Background: an optimization exercise with open tools, aiming at small area, a short achievable clock period and few clock cycles. Do not read the settings as production practice. In this exercise RTL edits were held to simulation tests only and were not proved equivalent to the original.

===== flow/design.v =====
`timescale 1ns / 1ps
module caminho_dados (
    input wire clock, reset,
    input wire [2:0] Bus1_Sel,
    input wire [1:0] Bus2_Sel,
    input wire PC_Load, PC_Inc, PR_Inc, A_Load, B_Load, C_Load, IR_Load, MAR_Load, CCR_Load, Memory_Load,
    input wire [6:0] NZVC,
    input wire [1:0] CMP,
    input wire [7:0] ALU_Result, from_memory,
    output reg [7:0] to_memory,
    output wire [7:0] address,
    output reg [7:0] IR, A, B, C, PC, MAR, PR,
    output reg [6:0] CCR_Result,
    output reg [1:0] CMP_Result
);
    reg [7:0] Bus1, Bus2;
    always @(*) begin
        case (Bus1_Sel)
            3'b000: Bus1 = PC;
            3'b001: Bus1 = A;
            3'b010: Bus1 = B;
            3'b011: Bus1 = C;
            3'b100: Bus1 = PR;
            3'b101: Bus1 = IR;
            default: Bus1 = 8'h00;
        endcase
    end
    always @(*) begin
        case (Bus2_Sel)
            2'b00: Bus2 = Bus1;
            2'b01: Bus2 = 8'h01;
            2'b10: Bus2 = from_memory;
            2'b11: Bus2 = ALU_Result;
            default: Bus2 = 8'h00;
        endcase
    end
    always @(*) begin
        if (Memory_Load)
            to_memory = Bus1;
        else
            to_memory = 8'h00;
    end
    assign address = MAR;
    always @(posedge clock or negedge reset) begin
        if (!reset)
            IR <= 8'h00;
        else if (IR_Load)
            IR <= Bus2;
    end
    always @(posedge clock or negedge reset) begin
        if (!reset)
            MAR <= 8'h00;
        else if (MAR_Load)
            MAR <= Bus2;
    end
    always @(posedge clock or negedge reset) begin
        if (!reset)
            PC <= 8'h00;
        else if (PC_Load)
            PC <= PC + Bus2;
        else if (PC_Inc)
            PC <= PC + 1;
    end
    always @(posedge clock or negedge reset) begin
        if (!reset)
            PR <= 8'h00;
        else if (PR_Inc)
            PR <= PR + 1;
    end
    always @(posedge clock or negedge reset) begin
        if (!reset)
            A <= 8'h00;
        else if (A_Load)
            A <= Bus2;
    end
    always @(posedge clock or negedge reset) begin
        if (!reset)
            B <= 8'h00;
        else if (B_Load)
            B <= Bus2;
    end
    always @(posedge clock or negedge reset) begin
        if (!reset)
            C <= 8'h00;
        else if (C_Load)
            C <= Bus2;
    end
    always @(posedge clock or negedge reset) begin
        if (!reset) begin
            CCR_Result <= 7'h00;
            CMP_Result <= 2'b00;
        end else if (CCR_Load) begin
            CCR_Result <= NZVC;
            CMP_Result <= CMP;
        end
    end
endmodule
module control_unit (
    input clock,                
    input reset,                
    input [7:0] IR,             
    output reg IR_Load,
    output reg MAR_Load,
    output reg PC_Load,
    output reg PC_Inc, PR_Inc,
    output reg Memory_Load,
    output reg A_Load,
    output reg B_Load,
    output reg C_Load,
    output reg [3:0] ALU_Sel,
    output reg CCR_Load,
    output reg [2:0] Bus1_Sel,
    output reg [1:0] Bus2_Sel,
    output reg write,
    output reg file_finished
);
    reg [7:0] current_state, next_state;
    parameter S_FETCH_0 = 0, S_FETCH_1 = 1, S_FETCH_2 = 2, S_DECODE_3 = 3;
    parameter S_LDA_DIR_4 = 7, S_LDA_DIR_5 = 8, S_LDA_DIR_6 = 9;
    parameter S_LDB_IMM_4 = 14;
    parameter S_LDB_DIR_4 = 17, S_LDB_DIR_5 = 18, S_LDB_DIR_6 = 19;
    parameter S_STB_DIR_10 = 22, S_STB_DIR_11 = 23, S_STB_DIR_12 = 24;
    parameter ALU_7 = 25, JMP_7 = 26;
    parameter S_STIR_DIR_8 = 32, S_STIR_DIR_9 = 33;
    parameter S_STC_DIR_10 = 42, S_STC_DIR_11 = 43, S_STC_DIR_12 = 44;
    parameter END_OF_ALL = 100;
    always @ (posedge clock or negedge reset) begin
        if (!reset)
            current_state <= S_FETCH_0;
        else
            current_state <= next_state;
    end
    always @ (*) begin
        case (current_state)
            S_FETCH_0: next_state = S_FETCH_1;
            S_FETCH_1: next_state = S_FETCH_2;
            S_FETCH_2: next_state = S_DECODE_3;
            S_DECODE_3: begin
                if      (IR == 8'h00) next_state = END_OF_ALL;
                else if (IR == 8'h04) next_state = S_LDB_DIR_4;
                else                  next_state = S_LDA_DIR_4;
            end
            S_LDA_DIR_4: next_state = S_LDA_DIR_5;
            S_LDA_DIR_5: next_state = S_LDA_DIR_6;
            S_LDA_DIR_6: begin
                if (IR == 8'h03)                     next_state = ALU_7;
                else if (IR == 8'h01 || IR == 8'h02) next_state = S_LDB_IMM_4;
                else                                 next_state = S_LDB_DIR_4;
            end
            S_LDB_IMM_4: next_state = ALU_7;
            S_LDB_DIR_4: next_state = S_LDB_DIR_5;
            S_LDB_DIR_5: next_state = S_LDB_DIR_6;
            S_LDB_DIR_6: begin
                if (IR == 8'h04) next_state = JMP_7;
                else             next_state = ALU_7;
            end
            ALU_7: next_state = S_STIR_DIR_8;
            JMP_7: next_state = S_STIR_DIR_8;
            S_STIR_DIR_8: next_state = S_STIR_DIR_9;
            S_STIR_DIR_9: begin
                if (IR == 8'h04) next_state = S_STB_DIR_10;
                else             next_state = S_STC_DIR_10;
            end
            S_STB_DIR_10: next_state = S_STB_DIR_11;
            S_STB_DIR_11: next_state = S_STB_DIR_12;
            S_STB_DIR_12: next_state = S_FETCH_0;
            S_STC_DIR_10: next_state = S_STC_DIR_11;
            S_STC_DIR_11: next_state = S_STC_DIR_12;
            S_STC_DIR_12: next_state = S_FETCH_0;
            END_OF_ALL: next_state = END_OF_ALL;
            default: next_state = S_FETCH_0;
        endcase
    end
    always @ (*) begin
        case (IR)
            8'h01: ALU_Sel = 4'h0;   
            8'h02: ALU_Sel = 4'h1;   
            8'h03: ALU_Sel = 4'h8;   
            8'h10: ALU_Sel = 4'h0;   
            8'h20: ALU_Sel = 4'h1;   
            8'h30: ALU_Sel = 4'h2;   
            8'h40: ALU_Sel = 4'h3;   
            8'h50: ALU_Sel = 4'h4;   
            8'h60: ALU_Sel = 4'h6;   
            8'h70: ALU_Sel = 4'h7;   
            8'h80: ALU_Sel = 4'hA;   
            8'h90: ALU_Sel = 4'hB;   
            8'hA0: ALU_Sel = 4'hC;   
            8'hB0: ALU_Sel = 4'hD;   
            8'hC0: ALU_Sel = 4'h5;   
            default: ALU_Sel = 4'hF;
        endcase
    end
    always @ (*) begin
        IR_Load = 0;
        MAR_Load = 0;
        PC_Load = 0;
        PC_Inc = 0;
        PR_Inc = 0;
        Memory_Load = 0;
        A_Load = 0;
        B_Load = 0;
        C_Load = 0;
        CCR_Load = 0;
        Bus1_Sel = 3'b000;
        Bus2_Sel = 2'b00;
        write = 0;
        file_finished = 0;
        case (current_state)
            S_FETCH_0: begin
                MAR_Load = 1;
                Bus1_Sel = 3'b000;
            end
            S_FETCH_1: begin
                PC_Inc = 1;
            end
            S_FETCH_2: begin
                IR_Load = 1;
                Bus2_Sel = 2'b10;
            end
            S_LDA_DIR_4: begin
                MAR_Load = 1;
                Bus1_Sel = 3'b000;
            end
            S_LDA_DIR_5: begin
                PC_Inc = 1;
            end
            S_LDA_DIR_6: begin
                A_Load = 1;
                Bus2_Sel = 2'b10;
            end
            S_LDB_DIR_4: begin
                MAR_Load = 1;
                Bus1_Sel = 3'b000;
            end
            S_LDB_DIR_5: begin
                PC_Inc = 1;
            end
            S_LDB_DIR_6: begin
                B_Load = 1;
                Bus2_Sel = 2'b10;
            end
            S_LDB_IMM_4: begin
                Bus2_Sel = 2'b01;
                B_Load = 1;
            end
            JMP_7: begin
                PC_Load = 1;
                Bus1_Sel = 3'b010;
                Bus2_Sel = 2'b00;
            end
            S_STIR_DIR_8: begin
                MAR_Load = 1;
                Bus1_Sel = 3'b100;
                Bus2_Sel = 2'b00;
            end
            S_STIR_DIR_9: begin
                Memory_Load = 1;
                write = 1;
                Bus1_Sel = 3'b101;
                PR_Inc = 1;
            end
            S_STC_DIR_10: begin
                C_Load = 1;
                CCR_Load = 1;
                Bus2_Sel = 2'b11;
            end
            S_STC_DIR_11: begin
                MAR_Load = 1;
                Bus1_Sel = 3'b100;
                Bus2_Sel = 2'b00;
            end
            S_STC_DIR_12: begin
                Memory_Load = 1;
                write = 1;
                Bus1_Sel = 3'b011;
                PR_Inc = 1;
            end
            S_STB_DIR_10: begin
                B_Load = 1;
                Bus1_Sel = 3'b010;
                Bus2_Sel = 2'b00;
            end
            S_STB_DIR_11: begin
                MAR_Load = 1;
                Bus1_Sel = 3'b100;
                Bus2_Sel = 2'b00;
            end
            S_STB_DIR_12: begin
                Memory_Load = 1;
                write = 1;
                Bus1_Sel = 3'b010;
                PR_Inc = 1;
            end
            END_OF_ALL: begin
                file_finished = 1;
            end
            default: begin
            end
        endcase
    end
endmodule
module somador_completo (A, B, Cin, S, Cout);
    input A, B, Cin;
    output S, Cout;
    assign S = A ^ B ^ Cin;
    assign Cout = (A & B) | (B & Cin) | (A & Cin);
endmodule
module SOMADOR_8BITS (A, B, Cin, Soma, Cout);
    input [7:0] A, B;
    input Cin;
    output [7:0] Soma;
    output Cout;
    wire [7:0] Carry;
    wire [7:0] Soma_intermediaria;
    somador_completo U0 (A[0], B[0], Cin, Soma_intermediaria[0], Carry[0]);
    somador_completo U1 (A[1], B[1], Carry[0], Soma_intermediaria[1], Carry[1]);
    somador_completo U2 (A[2], B[2], Carry[1], Soma_intermediaria[2], Carry[2]);
    somador_completo U3 (A[3], B[3], Carry[2], Soma_intermediaria[3], Carry[3]);
    somador_completo U4 (A[4], B[4], Carry[3], Soma_intermediaria[4], Carry[4]);
    somador_completo U5 (A[5], B[5], Carry[4], Soma_intermediaria[5], Carry[5]);
    somador_completo U6 (A[6], B[6], Carry[5], Soma_intermediaria[6], Carry[6]);
    somador_completo U7 (A[7], B[7], Carry[6], Soma_intermediaria[7], Carry[7]);
    assign Soma = Soma_intermediaria;
    assign Cout = Carry[7];
endmodule
module DIVISOR_8BITS (
    input [7:0] Dividend,
    input [7:0] Divisor,
    output reg [7:0] Quociente,
    output reg [7:0] Resto
);
    always @(*) begin
        if (Divisor == 0) begin
            Quociente = 8'hFF;
            Resto = 8'hFF;
        end else begin
            Quociente = Dividend / Divisor;
            Resto = Dividend % Divisor;
        end
    end
endmodule
module MULTIPLICADOR_8BITS (
    input [7:0] A, B,
    output reg [15:0] Produto
);
    integer i;
    reg [15:0] temp;
    always @(*) begin
        Produto = 16'b0;
        temp = {8'b0, A};
        for (i = 0; i < 8; i = i + 1) begin
            if (B[i]) begin
                Produto = Produto + (temp << i);
            end
        end
    end
endmodule
module COMPARADOR (
    input [7:0] A, B,
    output reg [1:0] comparacao_resultado
);
    always @(*) begin
        if (A > B) begin
            comparacao_resultado = 2'b01;
        end else if (A < B) begin
            comparacao_resultado = 2'b10;
        end else begin
            comparacao_resultado = 2'b00;
        end
    end
endmodule
module ALU (
    input wire [7:0] A, B,
    input wire [3:0] ALU_Sel,
    output reg [7:0] C,
    output reg [6:0] Flags,                  
    output reg [1:0] comparacao_resultado,   
    output reg ALU_Cout
);
    wire [7:0] Soma, Subtracao, Quociente, Resto;
    wire Soma_Cout, Sub_Cout;
    wire [15:0] Produto;
    wire [1:0] comparacao_resultado_int;
    SOMADOR_8BITS somador_inst (A, B, 1'b0, Soma, Soma_Cout);
    SOMADOR_8BITS subtrator_inst (A, ~B, 1'b1, Subtracao, Sub_Cout);
    MULTIPLICADOR_8BITS multiplicador_inst (A, B, Produto);
    DIVISOR_8BITS divisor_inst (.Dividend(A), .Divisor(B), .Quociente(Quociente), .Resto(Resto));
    COMPARADOR comparador_inst (.A(A), .B(B), .comparacao_resultado(comparacao_resultado_int));
    always @(*) begin
        Flags = 7'b0000000;
        comparacao_resultado = 2'b00;
        ALU_Cout = Soma_Cout;
        case (ALU_Sel)
            4'h0: begin   
                C = Soma;
                Flags[5] = Soma_Cout;
                Flags[6] = C[7];
                Flags[4] = (C == 8'h00) ? 1 : 0;
                Flags[3] = (^C);
                Flags[2] = (A[7] == B[7]) && (C[7] != A[7]);
            end
            4'h1: begin   
                C = Subtracao;
                Flags[5] = (A < B) ? 1 : 0;
                Flags[6] = C[7];
                Flags[4] = (C == 8'h00) ? 1 : 0;
                Flags[3] = (^C);
                Flags[2] = (A[7] != B[7]) && (C[7] != A[7]);
            end
            4'h2: begin   
                C = Produto[7:0];
                Flags[4] = (C == 8'h00) ? 1 : 0;
                Flags[3] = (^C);
                Flags[2] = (Produto[15:8] != 0) ? 1 : 0;
            end
            4'h3: begin   
                if (B != 0) begin
                    C = Quociente;
                    Flags[4] = (C == 8'h00) ? 1 : 0;
                    Flags[3] = (^C);
                    Flags[2] = (C == 8'h00) ? 1 : 0;
                end else begin
                    C = 8'hFF;
                    Flags = 7'h7F;
                end
            end
            4'h4: begin   
                if (B != 0) begin
                    C = Resto;
                    Flags[3] = (^C);
                    Flags[2] = (C == 8'h00) ? 1 : 0;
                end else begin
                    C = 8'hFF;
                    Flags = 7'h7F;
                end
            end
            4'h5: begin   
                C = 8'h00;
                Flags[2] = (A == B) ? 1 : 0;
                comparacao_resultado = comparacao_resultado_int;
            end
            4'h6: begin   
                C = A & B;
                Flags[6] = C[7];
                Flags[4] = (C == 8'h00) ? 1 : 0;
                Flags[3] = (^C);
            end
            4'h7: begin   
                C = A | B;
                Flags[6] = C[7];
                Flags[4] = (C == 8'h00) ? 1 : 0;
                Flags[3] = (^C);
            end
            4'h8: begin   
                C = ~A;
                Flags[6] = C[7];
                Flags[4] = (C == 8'h00) ? 1 : 0;
                Flags[3] = (^C);
            end
            4'h9: begin   
                C = ~B;
                Flags[6] = C[7];
                Flags[4] = (C == 8'h00) ? 1 : 0;
                Flags[3] = (^C);
            end
            4'hA: begin   
                C = A ^ B;
                Flags[6] = C[7];
                Flags[4] = (C == 8'h00) ? 1 : 0;
                Flags[3] = (^C);
            end
            4'hB: begin   
                C = ~(A & B);
                Flags[6] = C[7];
                Flags[4] = (C == 8'h00) ? 1 : 0;
                Flags[3] = (^C);
            end
            4'hC: begin   
                C = ~(A | B);
                Flags[6] = C[7];
                Flags[4] = (C == 8'h00) ? 1 : 0;
                Flags[3] = (^C);
            end
            4'hD: begin   
                C = ~(A ^ B);
                Flags[6] = C[7];
                Flags[4] = (C == 8'h00) ? 1 : 0;
                Flags[3] = (^C);
            end
            default: begin
                C = 8'h00;
                Flags = 7'h7F;
            end
        endcase
    end
endmodule
module processador8bits(
    input  wire       clock,
    input  wire       reset,          
    input  wire [7:0] from_memory,    
    output wire [7:0] address,        
    output wire [7:0] to_memory,      
    output wire       write,          
    output wire [6:0] flags,          
    output wire [1:0] compare,        
    output wire       done            
);
    wire [7:0] IR, A, B, C, PC, PR, MAR, ALU_Result;
    wire [6:0] Flags, CCR_Result;
    wire [1:0] Bus2_Sel, comparacao_resultado, CMP_Result;
    wire [2:0] Bus1_Sel;
    wire [3:0] ALU_Sel;
    wire PC_Load, PC_Inc, PR_Inc, A_Load, B_Load, C_Load, IR_Load, MAR_Load, Memory_Load, CCR_Load, cu_write;
    wire file_finished;
    wire alu_cout_unused;
    caminho_dados DatPat_inst (
        .clock(clock), .reset(reset),
        .Bus1_Sel(Bus1_Sel), .Bus2_Sel(Bus2_Sel),
        .PC_Load(PC_Load), .PC_Inc(PC_Inc), .PR_Inc(PR_Inc),
        .A_Load(A_Load), .B_Load(B_Load), .C_Load(C_Load),
        .IR_Load(IR_Load), .MAR_Load(MAR_Load), .CCR_Load(CCR_Load), .Memory_Load(Memory_Load),
        .NZVC(Flags), .CMP(comparacao_resultado),
        .ALU_Result(ALU_Result), .from_memory(from_memory),
        .to_memory(to_memory), .address(address),
        .IR(IR), .A(A), .B(B), .C(C), .PC(PC), .MAR(MAR), .PR(PR),
        .CCR_Result(CCR_Result), .CMP_Result(CMP_Result)
    );
    control_unit CU_inst (
        .clock(clock), .reset(reset),
        .IR(IR),
        .IR_Load(IR_Load), .MAR_Load(MAR_Load),
        .PC_Load(PC_Load), .PC_Inc(PC_Inc), .PR_Inc(PR_Inc),
        .Memory_Load(Memory_Load),
        .A_Load(A_Load), .B_Load(B_Load), .C_Load(C_Load),
        .ALU_Sel(ALU_Sel), .CCR_Load(CCR_Load),
        .Bus1_Sel(Bus1_Sel), .Bus2_Sel(Bus2_Sel),
        .write(cu_write), .file_finished(file_finished)
    );
    ALU ALU_inst (
        .A(A), .B(B),
        .ALU_Sel(ALU_Sel),
        .C(ALU_Result),
        .Flags(Flags),
        .comparacao_resultado(comparacao_resultado),
        .ALU_Cout(alu_cout_unused)
    );
    assign write   = cu_write;
    assign flags   = CCR_Result;
    assign compare = CMP_Result;
    assign done    = file_finished;
endmodule

===== flow/run.sh =====
#!/bin/bash
# synth_recipe.tcl (not shown) runs the flow's synth.tcl, then flattens the netlist and writes it again
# the make line also repeats each setting of config.mk as NAME=value (left out here)
make -C /OpenROAD-flow-scripts/flow DESIGN_CONFIG=/design/flow/config.mk WORK_HOME=/design/flow/orfs CLKGATE_MAP_FILE= SYNTH_SCRIPT=/design/flow/synth_recipe.tcl finish

===== flow/config.mk =====
export PLATFORM = sky130hd
export DESIGN_NAME = processador8bits
export DESIGN_NICKNAME = processador8bits
export VERILOG_FILES = /design/flow/design.v
export SDC_FILE = /design/flow/constraint.sdc
export NUM_CORES = 4
export LEC_CHECK = 0
export CAP_MARGIN = 20
export CORE_MARGIN = 2
export CORE_UTILIZATION = 40
export SLEW_MARGIN = 20

===== flow/constraint.sdc =====
create_clock -name core_clock -period 15.0 [get_ports {clock}]
set_input_delay 3.0000 -clock core_clock [delete_from_list [all_inputs] [get_ports {clock}]]
set_output_delay 3.0000 -clock core_clock [all_outputs]
set_load 0.01 [all_outputs]

==> flow_summary.rst <==
.. list-table::
   :header-rows: 1

   * - Metric
     - Value
   * - Overall track demand over capacity in global routing
     - 0.2777
   * - Simple-gate share of the synthesized area
     - 0.2158
   * - Cell repeated most along the worst path
     - ha_1
   * - Final critical path time including I/O delays and setup
     - roughly 14 ns
   * - Multiplexer share of the synthesized area
     - 0.04496
   * - Number of synthesized register bits
     - 71
   * - Post-detail-place hpwl
     - 33.92 mm
   * - Count of final setup violators
     - 0
   * - Post-synth EDFFs
     - 0
   * - Die width
     - 179.2 µm
   * - Synthesized area
     - around 12000 µm²
   * - Most frequent cells in the layout
     - ha_1 (181), nor2_1 (137), nand2_1 (116)
   * - Number of I/O port buffers
     - 36
   * - Area fraction in compound gates after synthesis
     - 0.2608
   * - Sum of met2 wire segment lengths after detailed routing
     - 19.16 mm
   * - Clk pin slew, worst setup/hold paths
     - 0.07 ns
   * - Arrival time at the worst endpoint
     - 14.31 ns
   * - Syn_area_per_cell
     - 7.837 µm²
   * - Critical path start-end classification
     - flop to flop
   * - Yosys warning total
     - 6
   * - CP Max Fanout
     - 12
   * - Share of synthesized registers carrying an async set or reset
     - 1.000
   * - Post-synthesis cell type with the largest combined area
     - ha_1
   * - Pins over their slew limit
     - 0
   * - Ratio of cells with drive above 1 in the final layout
     - 0.07891
   * - First-pass GRT wire length
     - 68.69 mm
   * - Total Negative Setup Slacks
     - 0 ns
   * - Post-Route M1 WL
     - 19.70 mm
   * - Count of cells resized by post-cts repair
     - 0
   * - Pin count of the biggest net entering global routing
     - ~70
   * - Cell types occupying the most area after synthesis
     - ha_1 (19%), dfrtp_1 (14%), xnor2_1 (4.4%)
   * - Number of top-level pins
     - 37
   * - Post-synthesis adder-cell area fraction
     - 0.2214
   * - Highest clock rate
     - 71.09 MHz
   * - Critical path data required time
     - 15.24 ns
   * - Period utilization
     - 0.9378
   * - Core area
     - 30430 µm²
   * - Remaining max-slew budget at the tightest pin
     - 0.3057
   * - Number of buffer and inverter instances along the worst setup path
     - 6
   * - Cell at the root of the clock tree
     - clkbuf_16
   * - Hold Path Class
     - flop to flop
   * - Dominant combinational cell family by area after synthesis
     - compound AO/OA/AOI/OAI gates
   * - Total inserted antenna cells
     - 0
   * - Antenna violations before repair
     - 0
   * - Met3 WL
     - 3.220 mm
   * - Buffer levels on the longest clock path
     - 2
   * - Top Metal Used
     - met4
   * - # nets final
     - 1793
   * - Type of element capturing the critical path
     - flop
   * - Drt via density
     - 6.262
   * - Standard-cell row count
     - 64
   * - Detailed-route via count
     - roughly 12000
   * - Most common cell after layout, fill and taps aside
     - ha_1
   * - Starting utilization of the core area
     - 0.4033
   * - Final Skew
     - 0.01193 ns
   * - CTS hold repair buffers
     - 0
   * - DRC violation count after routing
     - 0
   * - Average detailed-routed wire length per instance
     - 22.21 µm
   * - Vias in the first global route
     - 11930
   * - Insertion delay of the later-clocked pin in the worst-skew pair
     - 0.36 ns
   * - ANT nets after route
     - 0
   * - CTS tree
     - done
   * - Post-synthesis sequential area ratio
     - 0.1448
   * - Global placement routability congestion
     - 0.9868
   * - Portion of synthesized cell area occupied by the leading cell type
     - 0.1855
   * - Status
     - no timing/DRC/antenna violations
   * - Height of the die
     - 179.2 µm
   * - Number of DRC violations after detailed-routing iteration 0
     - roughly 1100
   * - Dominant synthesized flop cell
     - dfrtp_1
   * - Slowest cell delay on critical path
     - 0.46 ns
   * - Post-CTS setup buffer count
     - 0
   * - Xor/xnor cell area share of the yosys netlist
     - 0.05780
   * - Number of buffers added by the clock tree synthesis step
     - 9
   * - Initial DRT Pass Iterations
     - 6
   * - Die area
     - 32100 µm²
   * - Synth-to-layout area growth
     - 9.695%
   * - Total grt overflow
     - 0
   * - Top Family by Delay on Critical Path
     - compound AO/OA/AOI/OAI gates
   * - Slowest stage cell, crit path
     - or3_1
   * - Setup repair after global routing missed its margin
     - no
   * - Kind of launch point of the worst setup path
     - flop
   * - Number of instances in the synthesized netlist
     - 1566
   * - Final hold violation count
     - 0
   * - Final wirelength
     - ~44 mm
   * - Post-synth cell types
     - 88
   * - Clock sink count
     - 71
   * - Number of nets in the synthesized netlist
     - 1780
   * - Level count of the clock H-tree
     - 3
   * - Least-Margin Pin Slew
     - 1.034 ns
   * - # Max-Cap Violations
     - 0
-- synthesized netlist by cell type, types with 9 or more instances --
library cell,number
and3_1,16
clkbuf_1,62
a31oi_1,16
nand2b_1,17
xnor2_1,62
o21bai_1,14
nor2_1,137
nor4_1,13
nand4_1,26
ha_1,182
or3_1,17
o211ai_1,17
mux2_2,31
a211oi_1,19
nor3_1,43
a22o_1,13
o2111ai_1,9
o31a_1,10
a21oi_1,85
a21o_1,24
o21ai_0,108
a221oi_1,12
mux2i_1,18
nor2b_1,18
xor2_1,19
fa_1,22
o21a_1,32
nand2_1,116
o221ai_1,12
o22ai_1,12
dfrtp_1,71
o31ai_1,12
inv_1,97
nand3_1,37
-- path summary, 6_finish.rpt --
check / start / endpoint / slack [ns] / depth (start not counted)
max in group asynchronous: reset / DatPat_inst.B[0] / 11.53 / 1
max reg2reg: DatPat_inst.A[4] / DatPat_inst.PC[6] / 0.93 / 58
min reg2reg: DatPat_inst.PR[7] / DatPat_inst.PR[7] / 0.48 / 1
min in group asynchronous: reset / CU_inst.current_state[3] / 2.79 / 1
min: DatPat_inst.PR[7] / DatPat_inst.PR[7] / 0.48 / 1
max: DatPat_inst.A[4] / DatPat_inst.PC[6] / 0.93 / 58
-- stage by stage --
step | area, µm² | utilization | setup slack, ns | hold WS [ns] | std cells
final | 13460 | 0.4424 | 0.9332 | 0.4844 | 1980
after global routing | 13460 | 0.4424 | 0.03662 | 0.4988 | 1980
after CTS | 13420 | 0.4411 | 0.5130 | 0.4876 | 1980
after detailed placement | 13130 | 0.4316 | 0.5697 | 0.4791 | 1964
after global placement | 13130 | 0.4316 | 1.055 | 0.4670 | 1964
after floorplan | 12270 | - | 1.818 | 0.4464 | 1566
-- sequential cells by signal, indices dropped and copies added, names as in the netlist --
| name | count |
|---|---|
| DatPat_inst.A | 8 |
| DatPat_inst.B | 8 |
| DatPat_inst.C | 8 |
| DatPat_inst.IR | 8 |
| DatPat_inst.MAR | 8 |
| DatPat_inst.PC | 8 |
| DatPat_inst.PR | 8 |
| CU_inst.current_state | 7 |
| DatPat_inst.CCR_Result | 6 |
| DatPat_inst.CMP_Result | 2 |
-- layout make-up --
type / count / area [µm²]
Clock buffer: 9 / 225.2
Clock inverter: 7 / 62.56
Fill cell: 3110 / 16970
Inverter: 101 / 379.1
Multi-Input combinational cell: 1322 / 9879
Sequential cell: 71 / 1778
Tap cell: 396 / 495.5
Timing Repair Buffer: 74 / 643.1
-- routing by layer --
| metal | global-route usage | vias to the layer above |
|---|---|---|
| met1 | 0.3790 | 5935 |
| met3 | 0.04941 | 122 |
| met4 | 0.1126 | 0 |
| li1 | - | 5859 |
| met2 | 0.4319 | 483 |
| met5 | 0 | - |
-- logic make-up (layout without fill, tap and decap cells) --
group / count (synthesis) / after routing
AO/OA/AOI/OAI: 472 / 472
buffers and inverters: 173 / 191
flip-flops: 71 / 71
multiplexers: 50 / 50
XOR/XNOR: 81 / 81
AND/OR/NAND/NOR: 515 / 515
adder cells (fa/ha/maj): 204 / 204
Testbench counts, summed over its fixed seeds: cycles 103,917.

[re-timing with driven ports]
The flow's constraints put no driver on any port. The routed layout listed below was extracted and timed again, unchanged, in two steps.
Step 1: set_driving_cell puts a clkbuf_16 on clock and a buf_2 on each other input, an assumption about the parent block.
Step 2 also shifts input and output timing later by t, the mid clock arrival at the registers, as if the neighbouring blocks saw the same clock.
Slacks: ideal ports / drivers / drivers and shift; pairs: ideal ports / drivers.
shift t [ns]: 0.392
slack for setup (ns): 0.933 / 0.933 / 0.933
worst setup path after step 2: register to register
latest minus earliest clock arrival (ns): 0.012 / 0.012
After both steps setup and hold are still met in this run. The setup slack of this run moves by 0.000 ns with the drivers and by 0.000 ns with both steps.
